Background: an optimization exercise with open tools, aiming at small area. Do not read the settings as production practice. Only simulation tests tie the RTL to the original design; equivalence was not proved. Power and IR drop assume default switching activity.

==> run.sh <==
#!/bin/bash
# synth_recipe.tcl (not shown) runs the flow's synth.tcl, then flattens the netlist and writes it again
# the make line also repeats each setting of config.mk as NAME=value (left out here)
make -C /OpenROAD-flow-scripts/flow DESIGN_CONFIG=/design/flow/config.mk WORK_HOME=/design/flow/orfs CLKGATE_MAP_FILE= SYNTH_SCRIPT=/design/flow/synth_recipe.tcl finish
==> config.mk <==
export PLATFORM = sky130hd
export DESIGN_NAME = lcd_display
export DESIGN_NICKNAME = lcd_display
export VERILOG_FILES = /design/flow/design.v
export SDC_FILE = /design/flow/constraint.sdc
export NUM_CORES = 4
export LEC_CHECK = 0
export CAP_MARGIN = 20
export CORE_MARGIN = 2
export CORE_UTILIZATION = 40
export SLEW_MARGIN = 20
==> constraint.sdc <==
create_clock -name core_clock -period 15.0 [get_ports {clk}]
set_input_delay 3.0000 -clock core_clock [delete_from_list [all_inputs] [get_ports {clk}]]
set_output_delay 3.0000 -clock core_clock [all_outputs]
set_load 0.01 [all_outputs]
==> design.v <==
`timescale 1ns / 1ps
module lcd_display #(parameter cnt1ms = 2)(
    input clk,
    input reset,
    input set_time,
    input [11:0] set_year,
    input [4:0] set_month,
    input [7:0] set_day,
    input [4:0] set_hour,
    input [5:0] set_min,
    input [5:0] set_sec,
    output reg lcd_e,
    output lcd_rs,
    output lcd_rw,
    output reg [7:0] lcd_data
    );
    reg   [31:0] cnt_clk;
    reg    [4:0] cnt_4ms, cnt_100ms, cnt_line;
    reg   [11:0] cnt_2sec;
    reg          tick_1ms, tick_4ms, tick_100ms, tick_2sec, tick_line;
    reg    [3:0] lcd_routine;
    reg          fast_tick1s;
    parameter delay_100ms      = 0;
    parameter function_set     = 1;
    parameter entry_mode       = 2;
    parameter disp_on          = 3;
    parameter disp_line1       = 4;
    parameter disp_line2       = 5;
    parameter disp_line3       = 6;
    parameter disp_line4       = 7;
    parameter start_clear      = 8;
    parameter address_line1=8'b1000_0000;
    parameter address_line2=8'b1100_0000;
    parameter address_line3=8'b1000_0000;
    parameter address_line4=8'b1100_0000;
    always @(posedge clk)begin
        if(!reset)begin
            cnt_clk<=32'b0;
            tick_1ms<=1'b0;
        end
        else begin
            if(cnt_clk==cnt1ms-1)begin
                cnt_clk<=0;
                tick_1ms<=1;
            end
            else begin
                cnt_clk<=cnt_clk+1;
                tick_1ms<=0;
            end
        end
    end
    always @(posedge clk)begin
        if(!reset)begin
            cnt_4ms<=0;
            tick_4ms<=0;
        end
        else begin
            if(tick_1ms)begin
                if(cnt_4ms==3)begin
                    cnt_4ms<=0;
                    tick_4ms<=1;
                end
                else begin
                    cnt_4ms<=cnt_4ms+1;
                end
            end
            else tick_4ms<=0;
        end
    end
    always @(posedge clk)begin
        if(!reset)begin
            cnt_100ms<=0;
            tick_100ms<=0;
        end
        else begin
            if(lcd_routine==delay_100ms)begin
                if(tick_4ms)begin
                    if(cnt_100ms==24)begin
                        cnt_100ms<=0;
                        tick_100ms<=1;
                    end
                    else begin
                        cnt_100ms<=cnt_100ms+1;
                    end
                end
            end
            else tick_100ms<=0;
        end
    end
    always @(posedge clk)begin
        if(!reset)begin
            cnt_line<=0;
            tick_line<=0;
        end
        else begin
            if((lcd_routine==disp_line1)||(lcd_routine==disp_line2)||(lcd_routine==disp_line3)||(lcd_routine==disp_line4))begin
                if(tick_4ms)begin
                    if(cnt_line==16)begin
                        cnt_line<=0;
                        tick_line<=1;
                    end
                    else begin
                        cnt_line<=cnt_line+1;
                    end
                end
                else tick_line<=0;
            end
            else begin
                cnt_line<=0;
                tick_line<=0;
            end
        end
    end
    always @(posedge clk)begin
        if(!reset) lcd_routine<=start_clear;
        else begin
            case(lcd_routine)
                delay_100ms     :  if(tick_100ms)  lcd_routine<=function_set;     
                function_set    :  if(tick_4ms)    lcd_routine<=entry_mode;       
                entry_mode      :  if(tick_4ms)    lcd_routine<=disp_on;          
                disp_on         :  if(tick_4ms)    lcd_routine<=disp_line1;       
                disp_line1      :  if(tick_line)   lcd_routine<=disp_line2;       
                disp_line2      :  if(tick_line)   lcd_routine<=disp_line3;       
                disp_line3      :  if(tick_line)   lcd_routine<=disp_line4;       
                disp_line4      :  if(tick_line)   lcd_routine<=disp_line1;     
                start_clear     :  if(tick_4ms)    lcd_routine<=delay_100ms;      
            endcase
        end
    end
    assign lcd_rw=0;
    assign lcd_rs=(cnt_line!=0)&&((lcd_routine==disp_line1)||(lcd_routine==disp_line2)||(lcd_routine==disp_line3)||(lcd_routine==disp_line4));
    always @(posedge clk)begin
        if(!reset)begin
            lcd_data<=8'b0000_0000;
            lcd_e<=0;
        end
        else begin
            if(tick_1ms)begin
                case(lcd_routine)
                    start_clear : begin
                        lcd_data<=8'b0000_0001;
                        if(cnt_4ms==1) lcd_e<=1;
                        else lcd_e<=0;
                    end
                    delay_100ms : begin
                        lcd_data<=8'b0000_0000;
                        if(cnt_4ms==1) lcd_e<=1;
                        else lcd_e<=0;
                    end
                    function_set : begin
                        lcd_data<=8'b0011_1000;
                        if(cnt_4ms==1) lcd_e<=1;
                        else lcd_e<=0;
                    end
                    entry_mode : begin
                        lcd_data<=8'b0000_0110;
                        if(cnt_4ms==1) lcd_e<=1;
                        else lcd_e<=0;
                    end
                    disp_on : begin
                        lcd_data<=8'b0000_1100;
                        if(cnt_4ms==1) lcd_e<=1;
                        else lcd_e<=0;
                    end
                    disp_line1 : begin
                        if(!cnt_line) lcd_data<=address_line1;
                        else lcd_data<=get_char(0,cnt_line-1);
                        if(cnt_4ms==1) lcd_e<=1;
                        else lcd_e<=0;
                    end
                    disp_line2 : begin
                        if(!cnt_line) lcd_data<=address_line2;
                        else lcd_data<=get_char(1,cnt_line-1);
                        if(cnt_4ms==1) lcd_e<=1;
                        else lcd_e<=0;
                    end
                    disp_line3 : begin
                        if(!cnt_line) lcd_data<=address_line3;
                        else lcd_data<=get_char(0,cnt_line-1);
                        if(cnt_4ms==1) lcd_e<=1;
                        else lcd_e<=0;
                    end
                    disp_line4 : begin
                        if(!cnt_line) lcd_data<=address_line4;
                        else lcd_data<=get_char(1,cnt_line-1);
                        if(cnt_4ms==1) lcd_e<=1;
                        else lcd_e<=0;
                    end
                endcase
            end
        end
    end
    reg [11:0] year;
    reg [4:0]  month;
    reg [7:0]  day;
    reg [4:0]  hour;
    reg [5:0]  min;
    reg [5:0]  sec;
    always @(posedge clk) begin
        if (!reset) begin
            year  <= 12'd2024;
            month <= 5'd1;
            day   <= 8'd1;
            hour  <= 5'd0;
            min   <= 6'd0;
            sec   <= 6'd0;
        end else if (set_time) begin
            year  <= set_year;
            month <= set_month;
            day   <= set_day;
            hour  <= set_hour;
            min   <= set_min;
            sec   <= set_sec;
        end else if (fast_tick1s) begin                  
            if (sec == 59) begin sec <= 0;
                if (min == 59) begin min <= 0;
                    if (hour == 23) begin hour <= 0;
                        if (day == days_in_month(month)) begin day <= 1;
                            if (month == 12) begin month <= 1; year <= year + 1; end
                            else month <= month + 1;
                        end else day <= day + 1;
                    end else hour <= hour + 1;
                end else min <= min + 1;
            end else sec <= sec + 1;
        end
    end
    function [7:0] days_in_month;
        input [4:0] m;
        begin
            case (m)
                1,3,5,7,8,10,12: days_in_month = 31;
                4,6,9,11:        days_in_month = 30;
                2:               days_in_month = 28;
                default:         days_in_month = 31;
            endcase
        end
    endfunction
    localparam [7:0] CG_SPACE  = 8'h20;  
    localparam [7:0] CG_DIGIT0 = 8'h30;  
    localparam [7:0] CG_SLASH  = 8'h2F;  
    localparam [7:0] CG_COLON  = 8'h3A;  
    function [7:0] get_char;
        input        line;        
        input [4:0]  idx;         
        begin
            if (!line) begin
                case (idx)
                    0:  get_char = CG_DIGIT0 + (year / 1000);
                    1:  get_char = CG_DIGIT0 + ((year / 100)   % 10);
                    2:  get_char = CG_DIGIT0 + ((year / 10)    % 10);
                    3:  get_char = CG_DIGIT0 + (year           % 10);
                    4:  get_char = CG_SLASH;
                    5:  get_char = CG_DIGIT0 + (month / 10);
                    6:  get_char = CG_DIGIT0 + (month % 10);
                    7:  get_char = CG_SLASH;
                    8:  get_char = CG_DIGIT0 + (day   / 10);
                    9:  get_char = CG_DIGIT0 + (day   % 10);
                    10: get_char = CG_SPACE;
                    11: get_char = CG_SPACE;
                    12: get_char = CG_SPACE;
                    13: get_char = CG_SPACE;
                    14: get_char = CG_SPACE;
                    15: get_char = CG_SPACE;                 
                    default: get_char = CG_SPACE;
                endcase
            end else begin
                case (idx)
                    0:  get_char = CG_DIGIT0 + (hour  / 10);
                    1:  get_char = CG_DIGIT0 + (hour  % 10);
                    2:  get_char = CG_COLON;
                    3:  get_char = CG_DIGIT0 + (min   / 10);
                    4:  get_char = CG_DIGIT0 + (min   % 10);
                    5:  get_char = CG_COLON;
                    6:  get_char = CG_DIGIT0 + (sec   / 10);
                    7:  get_char = CG_DIGIT0 + (sec   % 10);
                    8: get_char = CG_SPACE;
                    9: get_char = CG_SPACE;
                    10: get_char = CG_SPACE;
                    11: get_char = CG_SPACE;              
                    12: get_char = CG_SPACE;
                    13: get_char = CG_SPACE;
                    14: get_char = CG_SPACE;
                    15: get_char = CG_SPACE;
                    default: get_char = CG_SPACE;
                endcase
            end
        end
    endfunction
    reg [17:0] fast_sec_cnt;  
    always @(posedge clk) begin
      if (!reset) begin
        fast_sec_cnt  <= 0;
        fast_tick1s   <= 0;
      end else if (fast_sec_cnt == 100-1) begin
        fast_sec_cnt  <= 0;
        fast_tick1s   <= 1;    
      end else begin
        fast_sec_cnt  <= fast_sec_cnt + 1;
        fast_tick1s   <= 0;
      end
    end
endmodule
==> impl_metrics.ini <==
[power]
p_leak_nw = 5.588
vdd.ir_drop.worst_mv = 0.06944
powerDensity_nw_per_um2 = 84.37

[yosys]
synth_commonest_cells = 258 x nor2_1, 186 x nand2_1, 153 x a21oi_1
synthArstFlopShare_pct = 0
ys_warn_count = 1
syn_inst = 2043
synthesis.area_um2 = 14340
ys_seq_area_share_pct = 17.73
synth_edf_count = 0
synth_top_area_share_pct = 17.73
yosysMostFrequentCell = nor2_1
ys_ff_latch = 127
synth_fp_nets = 2149
synthTopCellsByArea = dfxtp_1 18%, nor2_1 6.8%, a21oi_1 5.3%, ha_1 5.3%, nand2_1 4.9%
syn_avg_cell_area_um2 = 7.019
ys.flop_type = dfxtp_1
synth_area_leader_cell = dfxtp_1
yosysUniqueCellTypes = 116

[clock_tree]
postCtsSetupRepairBufs = 0
clock-sinks = 127
insertion_delay_ps = 430
cts_tree = built
clock_tree.buffer_depth = 2
cts_buffers = 17
holdBufCountCts = 0
htreeDepth = 4
ctsResizeCount = 0
cts-root-buf = clkbuf_16
clk_pin_slew_ps = 60

[grt]
grt_max_degree = 43
grt_overflow = 0
grtUsageMet2_pct = 35.91
antenna_found_initial = 0
grtUsageMet1_pct = 30.85
busiest_layer = met2
grt_pass1_wl_um = 71070
grt_pass1_vias = 13910
grt_usage_pct = 22.40
grt_use_met3_pct = 3.033

[critical_path]
reg2reg_setup_slack_ps = 6950
r2r-start = year[10]$_SDFFE_PN1P_
cp-start-kind = register
worst_r2r_endpoint = lcd_data[7]$_SDFFE_PN0P_
worst_setup_path_end_kind = register
cp.required_ps = 15320
critical_path.top_delay_family = compound AO/OA/AOI/OAI gates
arrival_ps = 8370
reg2reg_depth = 25
critPathKind = register to register
crit_fanout = 23
crit_buf_inv = 2
slowest_delay_ps = 890
worst_path_max_delay_cell = dfxtp_1

[placement]
gp_congestion = 0.9273
io_buffers = 54
hpwl_um = 31770

[floorplan]
die-area_um2 = 37380
initial_core_util_pct = 40.51
die_x_um = 193.3
fp-row-count = 69
design.portCount = 56
die_h_um = 193.3
core_um2 = 35400

[finish]
register_area_um2 = 2542
final_util_pct = 44.03
nFillCells = 3665
layout-drive-gt1-share_pct = 6.284
num_antenna_cells = 0
syn2layout_area_growth_pct = 8.690
multi_input_comb_area_um2 = 10980
final_nets = 2115

[sta]
hold_viol = 0
setup_tns_ps = 0
fmax_mhz = 124.2
drv_slew = 0
min_period_over_period_pct = 53.68
slew-limit-headroom_pct = 29.43
min_period_ps = 8052
setup_viol = 0
max_slew.worst_pin.slew_ps = 1045
whs_ps = 457.2
grt_setup_unrepaired = false
fin_worst_skew_ps = 13.04

[route]
wl_um = 42920
dr_total_vias = 15160
drtAntennaViolNets = 0
drc = 0
dr.pass1.iters = 8
vias_per_cell = 6.108
drtIter0Drc = 1101
wl_per_cell_um = 17.29

[outcome]
outcome = no timing/DRC/antenna violations

[hold_path]
hp-class = register to register
worstHoldEndpoint = fast_sec_cnt[0]$_SDFF_PP0_
min_path_cells = 1
hold_start = fast_sec_cnt[0]$_SDFF_PP0_

[run]
drv_cap = 0
==> logic make-up after synthesis <==
group,share of synthesized area [%]
XOR/XNOR,7.512
buffers and inverters,5.794
AO/OA/AOI/OAI,32.56
multiplexers,2.146
AND/OR/NAND/NOR,28.35
other,0.02615
flip-flops,17.73
adder cells (fa/ha/maj),5.881
==> layout make-up <==
class                           count  area share, %
Timing Repair Buffer               69          4.126
Multi-Input combinational cell   1720          70.44
Tap cell                          461          3.701
Sequential cell                   127          16.31
Clock inverter                     13         0.8830
Inverter                           74          1.782
Clock buffer                       18          2.753
==> where the power goes <==
group / switching (mW) / internal, mW / total [mW] / leakage [nW]
sequential: 0.0182 / 0.345 / 0.364 / 1.03
clock: 0.167 / 0.244 / 0.411 / 0.273
combinational: 0.337 / 0.204 / 0.541 / 4.29
total: 0.522 / 0.793 / 1.32 / 5.59
==> per-layer routing <==
| layer | vias to the layer above | wire [um] |
|---|---|---|
| li1 | 7537 | - |
| met1 | 7085 | 20300 |
| met2 | 464 | 19330 |
| met3 | 73 | 2175 |
| met4 | 0 | 1116 |
| met5 | - | 0 |
==> layout by cell type, fill, tap and decap left out, types with 17 or more instances in the layout <==
master           instances
nor2_1                 258
nand2_1                186
a21oi_1                153
dfxtp_1                127
o21ai_0                119
nand3_1                 89
xnor2_1                 67
inv_1                   65
ha_1                    61
nor3_1                  56
xor2_1                  56
clkdlybuf4s50_1         52
o211ai_1                37
nand4_1                 37
a211oi_1                31
and3_1                  30
nand2b_1                29
a31oi_1                 28
o22ai_1                 26
mux2i_1                 24
nor2b_1                 23
or3_1                   22
nor4_1                  22
o31ai_1                 21
and2_1                  21
a21o_1                  19
o221ai_1                19
a221oi_1                17
clkbuf_16               17
==> per-stage QoR <==
stage	power (mW)	instance area (um^2)	setup slack (ps)	cells
after CTS	1.315	15590	7159	2482
after floorplan	0.7844	14340	8460	2043
final	1.315	15590	6948	2482
after detailed placement	0.8982	15020	7195	2451
after global routing	1.400	15590	6319	2482
after global placement	0.8968	15020	7389	2451
==> sequential cells by signal, summed over array words and instances (netlist names), named ones only <==
| name | cells |
|---|---|
| tick_line | 1 |
| lcd_e | 1 |
| hour | 5 |
| cnt_line | 5 |
| tick_1ms | 1 |
| sec | 6 |
| day | 8 |
| tick_100ms | 1 |
| cnt_clk | 32 |
| lcd_routine | 4 |
| fast_sec_cnt | 18 |
| cnt_100ms | 5 |
| lcd_data | 8 |
| fast_tick1s | 1 |
| tick_4ms | 1 |
| year | 12 |
| cnt_4ms | 5 |
| month | 5 |
| min | 6 |
==> worst max-delay path by stage <==
stage,startpoint,endpoint,cells after the start
6_report,year[10]$_SDFFE_PN1P_,lcd_data[7]$_SDFFE_PN0P_,25
5_1_grt,year[7]$_SDFFE_PN1P_,lcd_data[7]$_SDFFE_PN0P_,25
4_1_cts,year[7]$_SDFFE_PN1P_,lcd_data[7]$_SDFFE_PN0P_,25
3_5_place_dp,year[10]$_SDFFE_PN1P_,lcd_data[7]$_SDFFE_PN0P_,25
3_3_place_gp,year[7]$_SDFFE_PN1P_,lcd_data[7]$_SDFFE_PN0P_,22
2_1_floorplan,year[9]$_SDFFE_PN1P_,lcd_data[7]$_SDFFE_PN0P_,26

[afterwards: timing with drivers on the ports]
No port has a modelled driver above. Below, the same layout with a new extraction and two added sets of constraints.
Step 1 assumes that a clkbuf_16 drives the clock port and a buf_2 every other input.
Step 2 moves the port delays by t, midway between the first and last clock arrival at a register: inputs arrive t later, outputs are due t later. That takes back most of the time a late clock gives input paths.
Three values: ideal ports, drivers, drivers and shift; two values: the first two.
shift t [ns]: 0.477
setup slack, ns: 6.948 / 6.948 / 6.948
hold WS [ns]: 0.457 / 0.457 / 0.457
After both steps this run still meets setup and hold. The setup slack of this run moves by 0.000 ns with the drivers and by 0.000 ns with both steps.
